Context: an optimization exercise on an open-source flow, tuned for small area. The choices shown serve that exercise and are no tape-out recipe. The RTL was checked by simulation tests, not by an equivalence proof against the original design. Power and IR drop assume default switching activity.

== indigo ==
## game_vga
module game_vga(
	clk,
	reset,
	board1,board2,
	p1_win,p2_win,draw,
	end_of_active_frame,
	end_of_frame,divcntr,
	vga_blank,
	vga_c_sync,
	vga_h_sync,
	vga_v_sync,
	vga_data_enable,
	vga_red,
	vga_green,
	vga_blue
);
For scale: roughly 980 cells after synthesis, roughly 240 flip-flops, about 55 I/O pins.
==> flow/config.mk <==
export PLATFORM = sky130hd
export DESIGN_NAME = game_vga
export DESIGN_NICKNAME = game_vga
export VERILOG_FILES = /design/flow/design.v
export SDC_FILE = /design/flow/constraint.sdc
export NUM_CORES = 4
export LEC_CHECK = 0
export CAP_MARGIN = 0
export CORE_MARGIN = 2
export CORE_UTILIZATION = 70
export SLEW_MARGIN = 0
==> flow/constraint.sdc <==
create_clock -name core_clock -period 10.0 [get_ports {clk}]
set_input_delay 2.0000 -clock core_clock [delete_from_list [all_inputs] [get_ports {clk}]]
set_output_delay 2.0000 -clock core_clock [all_outputs]
set_load 0.01 [all_outputs]
standard.sh (not shown) runs the stock make flow with config.mk's settings and CLKGATE_MAP_FILE= SYNTH_SCRIPT=/design/flow/synth_recipe.tcl, a recipe that flattens the netlist after the stock synthesis.
==> flow/flow/run.sh <==
#!/bin/bash
# Standard layout, with two changes: the port buffers are the smallest
# buffer cell, and clock tree synthesis uses larger sink clusters and no
# dummy loads. Each tool's output goes to a log file in this folder.
set -euo pipefail
export BUFFER_PORTS_ARGS="-buffer_cell sky130_fd_sc_hd__buf_1"
export CTS_ARGS="-sink_clustering_enable -repair_clock_nets -sink_clustering_size ${CTS_SIZE:-20} -sink_clustering_max_diameter ${CTS_DIAM:-80} -buf_list sky130_fd_sc_hd__clkbuf_16 -dont_use_dummy_load"
bash standard.sh finish > standard.log 2>&1
indigo finished every step from synthesis to the final layout, and the layout passed the timing, design-rule and antenna checks.
Setup changes, indigo to nickel
# indigo
export LEC_CHECK = 0
export CAP_MARGIN = 0
export CORE_MARGIN = 2
export CORE_UTILIZATION = 70
export SLEW_MARGIN = 0
create_clock -name core_clock -period 10.0 [get_ports {clk}]
# nickel
export LEC_CHECK = 0
export CAP_MARGIN = 0
export CORE_MARGIN = 2
export CORE_UTILIZATION = 70
export GPL_TIMING_DRIVEN = 0
export SLEW_MARGIN = 0
create_clock -name core_clock -period 10.0 [get_ports {clk}]
==> flow/flow/run.sh <==
#!/bin/bash
# The standard layout (standard.sh) with these changes:
#  - synthesis is the standard flow's script, but ABC maps the logic with an
#    area-oriented script (flow/area.abc) instead of ORFS's speed script;
#    registers are mapped before ABC, so they are the standard ones;
#  - the buffers synthesis leaves are removed at floorplan, and global
#    placement is not timing-driven (the 10 ns clock has ample slack);
#  - every port still gets a buffer, but the smallest buffer cell;
#  - clock tree synthesis clusters up to 28 flip-flops per leaf buffer,
#    uses small buffers above the leaves, and adds no dummy loads.
# The make output goes to standard.log here; each ORFS step keeps its own
# full log under orfs/logs.
set -euo pipefail
W=$PWD
export AREA_ABC_SCRIPT=$W/flow/area.abc
export FLOW_SYNTH_TCL=$W/synth_recipe.tcl
export REMOVE_ABC_BUFFERS=1
export BUFFER_PORTS_ARGS="-buffer_cell sky130_fd_sc_hd__buf_1"
export CTS_ARGS="-sink_clustering_enable -repair_clock_nets -sink_clustering_size 28 -sink_clustering_max_diameter 95 -buf_list sky130_fd_sc_hd__clkbuf_16 -root_buf sky130_fd_sc_hd__clkbuf_4 -tree_buf sky130_fd_sc_hd__clkbuf_4 -sink_clustering_buffer sky130_fd_sc_hd__clkbuf_16 -dont_use_dummy_load"
sed "s#SYNTH_SCRIPT=[^ ]*#SYNTH_SCRIPT=$W/flow/synth_area.tcl#" standard.sh > std_area.sh
grep -q "SYNTH_SCRIPT=$W/flow/synth_area.tcl" std_area.sh
bash std_area.sh finish > standard.log 2>&1
==> flow/flow/area.abc (new file) <==
strash
&get -n
&deepsyn -J 50
&dch -f
&nf -R 1000
&put
topo
stime -c
==> flow/flow/synth_area.tcl (new file) <==
# The standard flow's synthesis script, with ABC's technology mapping run on an
# area-oriented script (flow/area.abc) in place of ORFS's speed script.
# Registers are mapped before ABC runs, so they are the same as the standard flow's.
proc abc {args} {
  set i [lsearch -exact $args -script]
  if { $i >= 0 } { lset args [expr {$i + 1}] $::env(AREA_ABC_SCRIPT) }
  yosys abc {*}$args
}
source $::env(FLOW_SYNTH_TCL)
--- outcome ---
- nickel went all the way through the flow, and no timing, DRC or antenna check failed.
- On total half-perimeter wirelength after legalization and detailed placement: between nickel and indigo, it ends up lower for nickel.
- Layout-stage area growth over the synthesis result in nickel is 2.7 points higher than in indigo
- nickel: met2 layer wire length in the routed design 1.6 mm below indigo
- Comparing nickel and indigo, the higher first-pass GRT wire length is on indigo.
- Area: nickel vs indigo -> nickel smaller
- [compare] base=indigo new=nickel: clock-pin slew on the worst setup and hold paths grew by 0.02 ns, cell internal power dissipation shrank by 0.16 mW.
- Of nickel and indigo, the higher worst slew margin relative to its limit belongs to indigo.
- Changes observed in nickel relative to indigo: routed wire length fell by 13%; sequential cell count of the final layout stayed essentially flat.
### nickel -> quartz
==> flow/flow/run.sh <==
#!/bin/bash
# The standard layout with these changes:
#  - synthesis maps logic with an area-oriented ABC script (flow/area.abc);
#  - every port still gets a buffer, but the smallest buffer cell;
#  - clock tree synthesis uses larger sink clusters and no dummy loads.
# The make output goes to standard.log here; each ORFS step keeps its own
# log under orfs/logs.
set -euo pipefail
W=$PWD
export AREA_ABC_SCRIPT=$W/flow/area.abc
export FLOW_SYNTH_TCL=$W/synth_recipe.tcl
export REMOVE_ABC_BUFFERS=1
export BUFFER_PORTS_ARGS="-buffer_cell sky130_fd_sc_hd__buf_1"
export CTS_ARGS="-sink_clustering_enable -repair_clock_nets -sink_clustering_size 28 -sink_clustering_max_diameter 95 -buf_list sky130_fd_sc_hd__clkbuf_16 -root_buf sky130_fd_sc_hd__clkbuf_8 -tree_buf sky130_fd_sc_hd__clkbuf_8 -sink_clustering_buffer sky130_fd_sc_hd__clkbuf_16 -dont_use_dummy_load"
sed "s#SYNTH_SCRIPT=[^ ]*#SYNTH_SCRIPT=$W/flow/synth_area.tcl#" standard.sh > std_area.sh
grep -q "SYNTH_SCRIPT=$W/flow/synth_area.tcl" std_area.sh
bash std_area.sh finish > standard.log 2>&1
==> flow/flow/area.abc <==
strash
dch -f
amap -m
&get -n
&st
&dch -f
&nf -R 1000
&put
topo
stime -c
==> comparison <==
quartz vs nickel on global-route usage: quartz is the higher one. Max first-iteration DRC count across nickel and quartz: quartz. Looking at met2 demand-to-capacity share in global routing, quartz sits 4.6 points above nickel. On quartz: maximum frequency is about 10% lower than what nickel gave. Source of the critical timing path = tim.ln[7]$_SDFFCE_PP0P_: nickel; source of the critical timing path = tim.h[7]$_SDFF_PP0_: quartz. Of nickel and quartz, the higher layout multi-input combinational cell count belongs to quartz. Compared with nickel, in quartz power density normalized to cell area shows an increase of about 2.4%, final cell count saw an increase, share of the cycle needed by the critical path after routing increased by 6.8 points relative to the old numbers, y dimension of the die moved up. quartz vs nickel: layout inverter count without the clock tree down by more than 10%.
diff inputs: quartz => zinc
# quartz
export LEC_CHECK = 0
export CAP_MARGIN = 0
export CORE_MARGIN = 2
export CORE_UTILIZATION = 70
export GPL_TIMING_DRIVEN = 0
export SLEW_MARGIN = 0
create_clock -name core_clock -period 10.0 [get_ports {clk}]
# zinc
export LEC_CHECK = 0
export CAP_MARGIN = 0
export CORE_MARGIN = 2
export CORE_UTILIZATION = 70
export CTS_BUF_LIST = sky130_fd_sc_hd__clkbuf_16
export CTS_CLUSTER_DIAMETER = 100
export CTS_CLUSTER_SIZE = 22
export SLEW_MARGIN = 0
create_clock -name core_clock -period 10.0 [get_ports {clk}]
==> flow/run.sh (new file) <==
#!/bin/bash
# synth_recipe.tcl (not shown) runs the flow's synth.tcl, then flattens the netlist and writes it again
# the make line also repeats each setting of config.mk as NAME=value (left out here)
make -C /OpenROAD-flow-scripts/flow DESIGN_CONFIG=/design/flow/config.mk WORK_HOME=/design/flow/orfs CLKGATE_MAP_FILE= SYNTH_SCRIPT=/design/flow/synth_recipe.tcl finish
removed: flow/flow/run.sh
removed: flow/flow/area.abc
removed: flow/flow/synth_area.tcl
removed: flow/standard.sh
## What came out
- The faster design of the two is zinc; quartz tops out lower.
- zinc against quartz: net switching power of the design grew by about 15%, area of all placed cells without fillers grew by 10%, fraction of area in registers shrank by 5.5 points, clock power share grew by 4.4 points.
- Number of sinks driven by the clock tree of quartz is on par with zinc.
What ember does differently from zinc at the input level:
# zinc
export LEC_CHECK = 0
export CAP_MARGIN = 0
export CORE_MARGIN = 2
export CORE_UTILIZATION = 70
export CTS_BUF_LIST = sky130_fd_sc_hd__clkbuf_16
export CTS_CLUSTER_DIAMETER = 100
export CTS_CLUSTER_SIZE = 22
export SLEW_MARGIN = 0
create_clock -name core_clock -period 10.0 [get_ports {clk}]
# ember
export LEC_CHECK = 0
export CAP_MARGIN = 0
export CORE_MARGIN = 2
export CORE_UTILIZATION = 80
export SLEW_MARGIN = 0
create_clock -name core_clock -period 10.0 [get_ports {clk}]
==> flow/flow/run.sh (new file) <==
#!/bin/bash
# The standard layout with these changes:
#  - synthesis maps logic with an area-oriented ABC script (flow/area.abc);
#  - every port still gets a buffer, but the smallest buffer cell;
#  - clock tree synthesis uses larger sink clusters and no dummy loads.
# The make output goes to standard.log here; each ORFS step keeps its own
# log under orfs/logs.
set -euo pipefail
W=$PWD
export AREA_ABC_SCRIPT=$W/flow/area.abc
export FLOW_SYNTH_TCL=$W/synth_recipe.tcl
export BUFFER_PORTS_ARGS="-buffer_cell sky130_fd_sc_hd__buf_1"
export CTS_ARGS="-sink_clustering_enable -repair_clock_nets -sink_clustering_size 26 -sink_clustering_max_diameter 90 -buf_list sky130_fd_sc_hd__clkbuf_16 -dont_use_dummy_load"
sed "s#SYNTH_SCRIPT=[^ ]*#SYNTH_SCRIPT=$W/flow/synth_area.tcl#" standard.sh > std_area.sh
grep -q "SYNTH_SCRIPT=$W/flow/synth_area.tcl" std_area.sh
bash std_area.sh finish > standard.log 2>&1
==> flow/flow/area.abc (new file) <==
strash
dch -f
amap -m
&get -n
&st
&dch -f
&nf -R 1000
&put
topo
stime -c
==> flow/flow/synth_area.tcl (new file) <==
# The standard flow's synthesis script, with ABC's technology mapping run on an
# area-oriented script (flow/area.abc) in place of ORFS's speed script.
# Registers are mapped before ABC runs, so they are the same as the standard flow's.
proc abc {args} {
  set i [lsearch -exact $args -script]
  if { $i >= 0 } { lset args [expr {$i + 1}] $::env(AREA_ABC_SCRIPT) }
  yosys abc {*}$args
}
source $::env(FLOW_SYNTH_TCL)
==> flow/standard.sh (new file) <==
#!/bin/bash
# synth_recipe.tcl (not shown) runs the flow's synth.tcl, then flattens the netlist and writes it again
# the make line also repeats each setting of config.mk as NAME=value (left out here)
make -C /OpenROAD-flow-scripts/flow DESIGN_CONFIG=/design/flow/config.mk WORK_HOME=/design/flow/orfs CLKGATE_MAP_FILE= SYNTH_SCRIPT=/design/flow/synth_recipe.tcl "${@:-finish}"
removed: flow/run.sh
## What came out
Power per unit of standard cell area ended up 5.7% higher on ember than on zinc.
Looking at global-route usage, ember sits 12 points higher than zinc does.
Against zinc, ember reports a pre-CTS setup slack that is lower.
Compared with zinc, ember shows die area lower by 3500 um^2.
Wire length on met1 (ember / zinc): 0.838
Area growth from synthesis to layout sits lower in ember than in zinc.
For total length of routed met3 wires, dividing the value from zinc by the value from ember gives 0.75.
Final design area excluding fillers (ember vs. zinc) decreases by a little under 10%
On fraction of layout cells with a size suffix above 1: between zinc and ember, it ends up higher for zinc.
Compared with zinc, ember shows cell area after placement lower by about 8%.
Compared with zinc, ember shows worst hold slack lower by 0.011 ns.
### ember -> willow
# ember
export LEC_CHECK = 0
export CAP_MARGIN = 0
export CORE_MARGIN = 2
export CORE_UTILIZATION = 80
export SLEW_MARGIN = 0
create_clock -name core_clock -period 10.0 [get_ports {clk}]
# willow
export LEC_CHECK = 0
export CAP_MARGIN = 0
export CORE_MARGIN = 2
export CORE_UTILIZATION = 70
export GPL_TIMING_DRIVEN = 0
export SLEW_MARGIN = 0
create_clock -name core_clock -period 10.0 [get_ports {clk}]
--- a/flow/flow/run.sh
+++ b/flow/flow/run.sh
@@ -11,0 +12 @@
+export REMOVE_ABC_BUFFERS=1
@@ -13 +14 @@
-export CTS_ARGS="-sink_clustering_enable -repair_clock_nets -sink_clustering_size 26 -sink_clustering_max_diameter 90 -buf_list sky130_fd_sc_hd__clkbuf_16 -dont_use_dummy_load"
+export CTS_ARGS="-sink_clustering_enable -repair_clock_nets -sink_clustering_size 28 -sink_clustering_max_diameter 95 -buf_list sky130_fd_sc_hd__clkbuf_16 -root_buf sky130_fd_sc_hd__clkbuf_4 -tree_buf sky130_fd_sc_hd__clkbuf_4 -sink_clustering_buffer sky130_fd_sc_hd__clkbuf_16 -dont_use_dummy_load"
==> notes.md <==
willow finished all stages; the layout is clean. Sort willow and ember by post-route total power, descending, and ember comes first. willow vs ember, sum of buffers and inverters on the critical path went down by 1. Compared with ember, count of cell instances traversed by the critical path in willow decreased by a few percent. willow ended up with more standard cells than ember. willow and ember ended up with roughly the same register clock-pin slew on the reported worst setup and hold paths. Diff ember -> willow: power density over cell area fell by 5.6%, final critical path time including I/O delays and setup fell by 0.31 ns, non-clock buffer instance count of the final layout fell by 11. Between ember and willow, area overhead of the layout relative to synthesis decreased. Wire length of the first global-routing pass delta for willow relative to ember: 17% lower.

==> re-timing with driven ports <==
No port has a modelled driver above. Below, the same layouts with a new extraction and two added sets of constraints. Step 1 assumes that a clkbuf_16 drives the clock port and a buf_2 every other input. Step 2 adds t to the input delays and takes it off the output delays; t is the mean of the earliest and latest rising clock arrival at the registers after step 1. Input paths then give back, and output paths get back, about the clock's delay inside the block. a / b / c = no drivers / after step 1 / after step 2; a / b = the first two.
| run | t, ns | slack for setup (ns) | worst setup path after step 2 | cell pins on the clock port's net |
|---|---|---|---|---|
| indigo | 0.516 | 4.220 / 4.220 / 4.220 | register to register | 1 |
| nickel | 0.636 | 4.122 / 4.122 / 4.122 | register to register | 1 |
| quartz | 0.535 | 3.446 / 3.446 / 3.446 | register to register | 1 |
| zinc | 0.531 | 4.386 / 4.386 / 4.386 | register to register | 1 |
| ember | 0.502 | 3.096 / 3.096 / 3.096 | register to register | 1 |
| willow | 0.636 | 3.406 / 3.406 / 3.406 | register to register | 1 |
After both steps every run listed still meets setup and hold.
